This is an optimization exercise on Yosys and OpenROAD, whose aim is small area and a short achievable clock period, not a production implementation. Function was checked by simulation only, so behaviour that the tests miss may differ from the original. The flow treats the clock pin as an ideal source. Dropping or thinning the clock tree relies on that and would not hold on a real chip. Power figures rest on the tool's default switching activity, not on a simulated workload.

==> flow/design.v <==
module SPI_RAM(din,clk,rst_n,rx_valid,dout);
input [9:0] din;
input clk,rst_n,rx_valid;
output reg [7:0] dout;
reg [3:0] cnt;            
reg [7:0] wr_addr;
reg wz;                   
reg [7:0] rd_addr;
reg wp;                   
reg [7:0] wdata;
reg [7:0] rm;             
reg [7:0] rs;             
reg wr, wr_n;             
wire [7:0] wd = wdata ^ {8{~cnt[3]}};
wire [3:0] cntm2 = cnt - 4'd2;
wire [7:0] tap [0:31];
genvar r;
generate
    for (r = 0; r < 32; r = r + 1) begin : ring
        reg [63:0] q;     
        wire sel = (wr_addr[7:3] == r);
        wire a = sel & wr;
        wire b = ~sel | wr_n;
        always @(posedge clk)
            q <= {q[55:0], ~((q[63:56] | {8{a}}) & (wd | {8{b}}))};
        assign tap[r] = q[7:0];
    end
endgenerate
wire put = rx_valid && din[9:8] == 2'b01;
wire at1 = (cnt[2:0] + 3'd1 == wr_addr[2:0]);
wire wp_nx = (rst_n & put) | (wp & ~wr);
wire wr_nx = (rst_n & put & at1) | (wp & ~wr & at1);
always @(posedge clk)
    cnt <= cnt + 4'd1;
always @(posedge clk) begin
    wp   <= wp_nx;
    wr   <= wr_nx;
    wr_n <= ~wr_nx;
    if (put)
        wdata <= din[7:0];
    if (rx_valid && din[9:8] == 2'b00)
        wr_addr <= din[7:0];
    else if (wz && !wp)
        wr_addr <= 8'd0;
    wz <= ~rst_n | (wz & ~(rx_valid && din[9:8] == 2'b00));
    rd_addr <= {8{rst_n}} & ((rx_valid && din[9:8] == 2'b10) ? din[7:0] : rd_addr);
    rm <= tap[rd_addr[7:3]];
    if (cntm2[2:0] == rd_addr[2:0])
        rs <= rm ^ {8{cntm2[3]}};
    if (rx_valid && din[9:8] == 2'b11)
        dout <= rs;
end
endmodule
module SPI_Slave(MOSI,clk,SS_n,tx_data,rst_n,MISO,rx_valid,rx_data);
    input MOSI,clk,SS_n,rst_n;
    input [7:0] tx_data;
    output reg MISO,rx_valid;
    output [9:0] rx_data;
localparam IDLE  = 3'd0;
localparam CHK   = 3'd1;
localparam WRITE = 3'd2;
localparam RDATA = 3'd3;
localparam RADD  = 3'd4;
reg [2:0] cs;
reg [3:0] bit_count;
reg read_ctrl;            
reg is_read_cmd;          
reg flag;                 
reg b0;                   
reg [9:0] sh;             
wire idle  = (cs == IDLE);
wire chk   = (cs == CHK);
wire wpath = (cs == WRITE);
wire rdata = (cs == RDATA);
wire radd  = (cs == RADD);
wire bc9   = (bit_count == 4'd9);
wire bc10  = (bit_count == 4'd10);
assign rx_data = {sh[9:1], wpath ? b0 : sh[0]};
wire cap = rx_valid & rx_data[9] & rx_data[8];
reg [2:0] cs_go;
always @* begin
    case (cs)
        IDLE:  cs_go = CHK;
        CHK:   cs_go = is_read_cmd ? (read_ctrl ? RDATA : RADD) : WRITE;
        WRITE, RADD, RDATA: cs_go = bc10 ? IDLE : cs;
        default: cs_go = IDLE;
    endcase
end
wire miso_go   = ~idle & ((rdata & ~bc10) ? (flag & ~bit_count[3] & tx_data[~bit_count[2:0]]) : MISO);
wire miso_hold = ~idle & MISO;
wire rc_go     = (radd & bc9) | (read_ctrl & ~(rdata & bc9));
wire fl_keep   = flag | cap;
wire fl_go     = fl_keep & ~(rdata & bc9);
wire rv_go     = (wpath | radd) & bc9;
always @(posedge clk)
    sh <= {sh[8:0], MOSI};
always @(posedge clk) begin
    cs          <= (rst_n & ~SS_n) ? cs_go : IDLE;
    MISO        <= rst_n & (SS_n ? miso_hold : miso_go);
    read_ctrl   <= rst_n & (SS_n ? read_ctrl : rc_go);
    flag        <= rst_n & (SS_n ? fl_keep : fl_go);
    rx_valid    <= rst_n & ~SS_n & rv_go;
    is_read_cmd <= rst_n & ((chk & ~SS_n) ? MOSI : is_read_cmd);
    b0          <= rst_n & ((rx_valid & wpath) ? sh[0] : b0);
end
always @(posedge clk) begin
    if (chk)
        bit_count <= 4'd0;
    else
        bit_count <= bit_count + 4'd1;
end
endmodule
module TopModule(MOSI,clk,SS_n,rst_n,MISO);
    input MOSI,clk,SS_n,rst_n;
    output MISO;
    wire [9:0] rx_data;
    wire rx_valid;
    wire [7:0] tx_data;
    SPI_Slave spi_slave (MOSI,clk,SS_n,tx_data,rst_n,MISO,rx_valid,rx_data);
    SPI_RAM ram(rx_data,clk,rst_n,rx_valid,tx_data);
endmodule
Settings: LEC_CHECK=0, CAP_MARGIN=30, CORE_MARGIN=2, CORE_UTILIZATION=40, SETUP_SLACK_MARGIN=4.8, SLEW_MARGIN=20; clock period 7.0 ns.
standard.sh (not shown) runs the stock make flow with config.mk's settings and CLKGATE_MAP_FILE= SYNTH_SCRIPT=/design/flow/synth_recipe.tcl, a recipe that flattens the netlist after the stock synthesis.
==> flow/flow/run.sh <==
#!/bin/bash
# The standard layout (standard.sh) with these changes:
#  - synthesis maps the logic with an area-oriented ABC script (abc.script
#    here, in place of ORFS's abc_speed.script); every other synthesis step,
#    and so every register, is the standard synthesis's;
#  - ports are buffered with buf_4 cells;
#  - TritonCTS builds the clock tree from larger sink clusters, without
#    dummy loads; clock_top.tcl then replaces its root by four inverters on
#    the clock port and its branch buffers by inverters, and runs the
#    post-CTS timing repair.
# Each make run writes its output to a log here; each ORFS step keeps its
# own log under orfs/logs/.
set -euo pipefail
here=$(pwd)
rm -rf "$here/scripts_abc"
cp -r "$FLOW_HOME/scripts" "$here/scripts_abc"
cp "$here/flow/abc.script" "$here/scripts_abc/abc_speed.script"
bash standard.sh "SCRIPTS_DIR=$here/scripts_abc" synth > synth.log 2>&1
export BUFFER_PORTS_ARGS="-buffer_cell sky130_fd_sc_hd__buf_4"
export CTS_ARGS="-sink_clustering_enable -repair_clock_nets -dont_use_dummy_load -buf_list {sky130_fd_sc_hd__clkbuf_16 sky130_fd_sc_hd__clkbuf_8 sky130_fd_sc_hd__clkbuf_4} -root_buf sky130_fd_sc_hd__clkbuf_16 -sink_clustering_buffer sky130_fd_sc_hd__clkbuf_16 -sink_buffer_max_cap_derate 1.0 -sink_clustering_size 34 -sink_clustering_max_diameter 80"
export SKIP_CTS_REPAIR_TIMING=1
export POST_CTS_TCL="$here/flow/clock_top.tcl"
bash standard.sh finish > make.log 2>&1
==> flow/flow/clock_top.tcl <==
# Sourced by ORFS's cts.tcl after clock_tree_synthesis (POST_CTS_TCL, with
# SKIP_CTS_REPAIR_TIMING=1). TritonCTS builds a buffer tree: one root, a level
# of branch buffers, and leaf buffers that drive the registers. This replaces
# the root by four inverters driven by the clock port, each driving a group
# of branch buffers, and swaps the branch buffers for inverters, so the clock
# still reaches every register true, through three cells. Then it legalizes
# and runs the post-CTS timing repair that cts.tcl skipped.

set ::clock_top_root_cell sky130_fd_sc_hd__clkinv_16
set ::clock_top_branch_cell sky130_fd_sc_hd__clkinv_16
set ::clock_top_roots 4

proc clock_top_is_buf {inst} {
  return [string match "sky130_fd_sc_hd__clkbuf*" [[$inst getMaster] getName]]
}

# the clock buffers level by level from the port
proc clock_top_levels {clknet} {
  set levels {}
  set frontier [list $clknet]
  while {[llength $frontier]} {
    set next {}
    set lvl {}
    foreach net $frontier {
      foreach it [$net getITerms] {
        if {![$it isInputSignal]} continue
        set inst [$it getInst]
        if {![clock_top_is_buf $inst]} continue
        lappend lvl $inst
        lappend next [[$inst findITerm X] getNet]
      }
    }
    if {[llength $lvl]} { lappend levels $lvl }
    set frontier $next
  }
  return $levels
}

# replace buffer instances by inverters of the given master, in place
proc clock_top_to_inv {insts cell} {
  set block [ord::get_db_block]
  set master [[ord::get_db] findMaster $cell]
  set new {}
  foreach inst $insts {
    set innet [[$inst findITerm A] getNet]
    set onet [[$inst findITerm X] getNet]
    set loc [$inst getLocation]
    set name [$inst getName]
    foreach it [$inst getITerms] { if {[$it getNet] ne "NULL"} { $it disconnect } }
    odb::dbInst_destroy $inst
    set ni [odb::dbInst_create $block $master $name]
    $ni setLocation [lindex $loc 0] [lindex $loc 1]
    $ni setPlacementStatus PLACED
    if {$innet ne "NULL"} { [$ni findITerm A] connect $innet }
    [$ni findITerm Y] connect $onet
    lappend new $ni
  }
  return $new
}

# k-means of instance centres into k groups: {assignment centres}
proc clock_top_kmeans {insts k} {
  set pts {}
  foreach l $insts {
    set b [$l getBBox]
    lappend pts [list [expr {([$b xMin] + [$b xMax]) / 2.0}] [expr {([$b yMin] + [$b yMax]) / 2.0}]]
  }
  set n [llength $pts]
  set sorted [lsort -real -index 0 $pts]
  set centers {}
  for {set i 0} {$i < $k} {incr i} { lappend centers [lindex $sorted [expr {int(($i + 0.5) * $n / $k)}]] }
  for {set iter 0} {$iter < 50} {incr iter} {
    set assign {}
    foreach p $pts {
      set best 0
      set bd 1e30
      for {set c 0} {$c < $k} {incr c} {
        set d [expr {abs([lindex $p 0] - [lindex $centers $c 0]) + abs([lindex $p 1] - [lindex $centers $c 1])}]
        if {$d < $bd} { set bd $d; set best $c }
      }
      lappend assign $best
    }
    set nc {}
    for {set c 0} {$c < $k} {incr c} {
      set sx 0
      set sy 0
      set m 0
      foreach p $pts a $assign {
        if {$a == $c} { set sx [expr {$sx + [lindex $p 0]}]; set sy [expr {$sy + [lindex $p 1]}]; incr m }
      }
      if {$m} { lappend nc [list [expr {$sx / $m}] [expr {$sy / $m}]] } else { lappend nc [lindex $centers $c] }
    }
    set centers $nc
  }
  return [list $assign $centers]
}

proc clock_top_rebuild {} {
  global clock_top_root_cell clock_top_branch_cell clock_top_roots
  set block [ord::get_db_block]
  set clknet [$block findNet clk]
  set levels [clock_top_levels $clknet]
  puts "clock_top: buffers per level: [lmap l $levels {llength $l}]"
  if {[llength $levels] < 3 || [llength [lindex $levels 0]] != 1} {
    puts "clock_top: tree left as TritonCTS built it"
    return
  }
  set root [lindex $levels 0 0]
  set onet [[$root findITerm X] getNet]
  foreach it [$root getITerms] { if {[$it getNet] ne "NULL"} { $it disconnect } }
  odb::dbInst_destroy $root
  odb::dbNet_destroy $onet
  set branches [clock_top_to_inv [lindex $levels 1] $clock_top_branch_cell]
  set k [expr {min($clock_top_roots, [llength $branches])}]
  set r [clock_top_kmeans $branches $k]
  set master [[ord::get_db] findMaster $clock_top_root_cell]
  for {set c 0} {$c < $k} {incr c} {
    set inst [odb::dbInst_create $block $master "clkroot_$c"]
    $inst setLocation [expr {int([lindex $r 1 $c 0])}] [expr {int([lindex $r 1 $c 1])}]
    $inst setPlacementStatus PLACED
    set net [odb::dbNet_create $block "clknet_root_$c"]
    $net setSigType CLOCK
    [$inst findITerm A] connect $clknet
    [$inst findITerm Y] connect $net
    set n 0
    foreach b $branches a [lindex $r 0] {
      if {$a == $c} { [$b findITerm A] connect $net; incr n }
    }
    puts "clock_top: root $c drives $n branch inverters"
  }
}

clock_top_rebuild
detailed_placement
estimate_parasitics -placement
report_clock_latency
repair_timing_helper
detailed_placement
check_placement -verbose
Other scripts of this flow, unchanged in this note and not shown: flow/flow/abc.script
The baseline produced a clean layout.
Rerun with:
--- a/flow/flow/run.sh
+++ b/flow/flow/run.sh
@@ -18,5 +18,5 @@
 bash standard.sh "SCRIPTS_DIR=$here/scripts_abc" synth > synth.log 2>&1
 export BUFFER_PORTS_ARGS="-buffer_cell sky130_fd_sc_hd__buf_4"
-export CTS_ARGS="-sink_clustering_enable -repair_clock_nets -dont_use_dummy_load -buf_list {sky130_fd_sc_hd__clkbuf_16 sky130_fd_sc_hd__clkbuf_8 sky130_fd_sc_hd__clkbuf_4} -root_buf sky130_fd_sc_hd__clkbuf_16 -sink_clustering_buffer sky130_fd_sc_hd__clkbuf_16 -sink_buffer_max_cap_derate 1.0 -sink_clustering_size 34 -sink_clustering_max_diameter 80"
+export CTS_ARGS="-sink_clustering_enable -repair_clock_nets -dont_use_dummy_load -buf_list {sky130_fd_sc_hd__clkbuf_16 sky130_fd_sc_hd__clkbuf_8 sky130_fd_sc_hd__clkbuf_4} -root_buf sky130_fd_sc_hd__clkbuf_16 -sink_clustering_buffer sky130_fd_sc_hd__clkbuf_16 -sink_buffer_max_cap_derate 1.0 -sink_clustering_size 30 -sink_clustering_max_diameter 80"
 export SKIP_CTS_REPAIR_TIMING=1
 export POST_CTS_TCL="$here/flow/clock_top.tcl"
- CORE_UTILIZATION: 40 -> 50
- PLACE_DENSITY: default -> 0.65
What happened: Wire length climbs by 3.8%; total power rose by 1.4%; hold slack is about the same.
Rerun with:
--- a/flow/flow/run.sh
+++ b/flow/flow/run.sh
@@ -18,5 +18,5 @@
 bash standard.sh "SCRIPTS_DIR=$here/scripts_abc" synth > synth.log 2>&1
 export BUFFER_PORTS_ARGS="-buffer_cell sky130_fd_sc_hd__buf_4"
-export CTS_ARGS="-sink_clustering_enable -repair_clock_nets -dont_use_dummy_load -buf_list {sky130_fd_sc_hd__clkbuf_16 sky130_fd_sc_hd__clkbuf_8 sky130_fd_sc_hd__clkbuf_4} -root_buf sky130_fd_sc_hd__clkbuf_16 -sink_clustering_buffer sky130_fd_sc_hd__clkbuf_16 -sink_buffer_max_cap_derate 1.0 -sink_clustering_size 30 -sink_clustering_max_diameter 80"
+export CTS_ARGS="-sink_clustering_enable -repair_clock_nets -dont_use_dummy_load -buf_list {sky130_fd_sc_hd__clkbuf_16 sky130_fd_sc_hd__clkbuf_8 sky130_fd_sc_hd__clkbuf_4} -root_buf sky130_fd_sc_hd__clkbuf_16 -sink_clustering_buffer sky130_fd_sc_hd__clkbuf_16 -sink_buffer_max_cap_derate 1.0 -sink_clustering_size 25 -sink_clustering_max_diameter 70"
 export SKIP_CTS_REPAIR_TIMING=1
 export POST_CTS_TCL="$here/flow/clock_top.tcl"
- CORE_UTILIZATION: 50 -> 40
- PLACE_DENSITY: 0.65 -> default
After rerunning:
- setup slack gets better by 71 ps
- clock skew decreases by 49 ps
- worst hold slack gets better by 25 ps
Rerun with:
--- a/flow/flow/run.sh
+++ b/flow/flow/run.sh
@@ -18,5 +18,5 @@
 bash standard.sh "SCRIPTS_DIR=$here/scripts_abc" synth > synth.log 2>&1
 export BUFFER_PORTS_ARGS="-buffer_cell sky130_fd_sc_hd__buf_4"
-export CTS_ARGS="-sink_clustering_enable -repair_clock_nets -dont_use_dummy_load -buf_list {sky130_fd_sc_hd__clkbuf_16 sky130_fd_sc_hd__clkbuf_8 sky130_fd_sc_hd__clkbuf_4} -root_buf sky130_fd_sc_hd__clkbuf_16 -sink_clustering_buffer sky130_fd_sc_hd__clkbuf_16 -sink_buffer_max_cap_derate 1.0 -sink_clustering_size 25 -sink_clustering_max_diameter 70"
+export CTS_ARGS="-sink_clustering_enable -repair_clock_nets -dont_use_dummy_load -buf_list {sky130_fd_sc_hd__clkbuf_16 sky130_fd_sc_hd__clkbuf_8 sky130_fd_sc_hd__clkbuf_4} -root_buf sky130_fd_sc_hd__clkbuf_16 -sink_clustering_buffer sky130_fd_sc_hd__clkbuf_16 -sink_buffer_max_cap_derate 1.0 -sink_clustering_size 30 -sink_clustering_max_diameter 80"
 export SKIP_CTS_REPAIR_TIMING=1
 export POST_CTS_TCL="$here/flow/clock_top.tcl"
- PLACE_DENSITY: default -> 0.5
The changed run finished with timing, DRC and antenna clean.
Total power fell by a few percent.
Worst setup slack improved by 73 ps.
Final area increases slightly.
Wire length increases by a little under a tenth.
Clock power went down by a few percent.
Die area does not change.
Core utilization rises by 0.27 points.
Hold slack gets worse by 12 ps.
Rerun with:
--- a/flow/flow/clock_top.tcl
+++ b/flow/flow/clock_top.tcl
@@ -7,7 +7,7 @@
 # and runs the post-CTS timing repair that cts.tcl skipped.
 
-set ::clock_top_root_cell sky130_fd_sc_hd__clkinv_16
-set ::clock_top_branch_cell sky130_fd_sc_hd__clkinv_16
-set ::clock_top_roots 4
+set clock_top_root_cell sky130_fd_sc_hd__clkinv_16
+set clock_top_branch_cell sky130_fd_sc_hd__clkinv_16
+set clock_top_roots 4
 
 proc clock_top_is_buf {inst} {
- PLACE_DENSITY: 0.5 -> default
- This time the run stopped in clock tree synthesis
- area after synthesis is unchanged
- synthesized cell count stays the same
Rerun with:
--- a/flow/flow/clock_top.tcl
+++ b/flow/flow/clock_top.tcl
@@ -7,7 +7,7 @@
 # and runs the post-CTS timing repair that cts.tcl skipped.
 
-set clock_top_root_cell sky130_fd_sc_hd__clkinv_16
-set clock_top_branch_cell sky130_fd_sc_hd__clkinv_16
-set clock_top_roots 4
+set ::clock_top_root_cell sky130_fd_sc_hd__clkinv_16
+set ::clock_top_branch_cell sky130_fd_sc_hd__clkinv_16
+set ::clock_top_roots 4
 
 proc clock_top_is_buf {inst} {
- SETUP_SLACK_MARGIN: 4.8 -> 4.77
Outcome: The changed run ran to the end with no violations; area after synthesis does not change; synthesized cell count is unchanged.

==> what the ideal ports hide <==
No port has a modelled driver above. Below, the same layouts with a new extraction and two added sets of constraints. Step 1 sets driving cells, clkbuf_16 on the clock port and buf_2 on the other inputs (assumed; they add their load-dependent delay and slew). Step 2 moves the port delays by t, midway between the first and last clock arrival at a register: inputs arrive t later, outputs are due t later. That takes back most of the time a late clock gives input paths. Slacks: no drivers / after step 1 / after step 2; pairs: no drivers / after step 1.
run | shift t [ns] | slack for setup (ns) | worst hold slack (ns) | latest minus earliest clock arrival (ns)
the first run | 0.611 | 4.745 / 4.535 / 4.540 | 0.285 / 0.285 / 0.285 | 0.078 / 0.080
the second run | 0.596 | 4.618 / 4.546 / 4.616 | 0.284 / 0.282 / 0.282 | 0.096 / 0.097
the third run | 0.627 | 4.689 / 4.547 / 4.526 | 0.308 / 0.308 / 0.308 | 0.036 / 0.035
the fourth run | 0.609 | 4.762 / 4.549 / 4.509 | 0.296 / 0.296 / 0.296 | 0.059 / 0.059
the sixth run | 0.609 | 4.767 / 4.517 / 4.560 | 0.284 / 0.284 / 0.284 | 0.070 / 0.074
After both steps setup and hold are still met in every run listed. The setup slack of the fourth run, which loses most, moves by -0.213 ns with the drivers and by -0.253 ns with both steps.
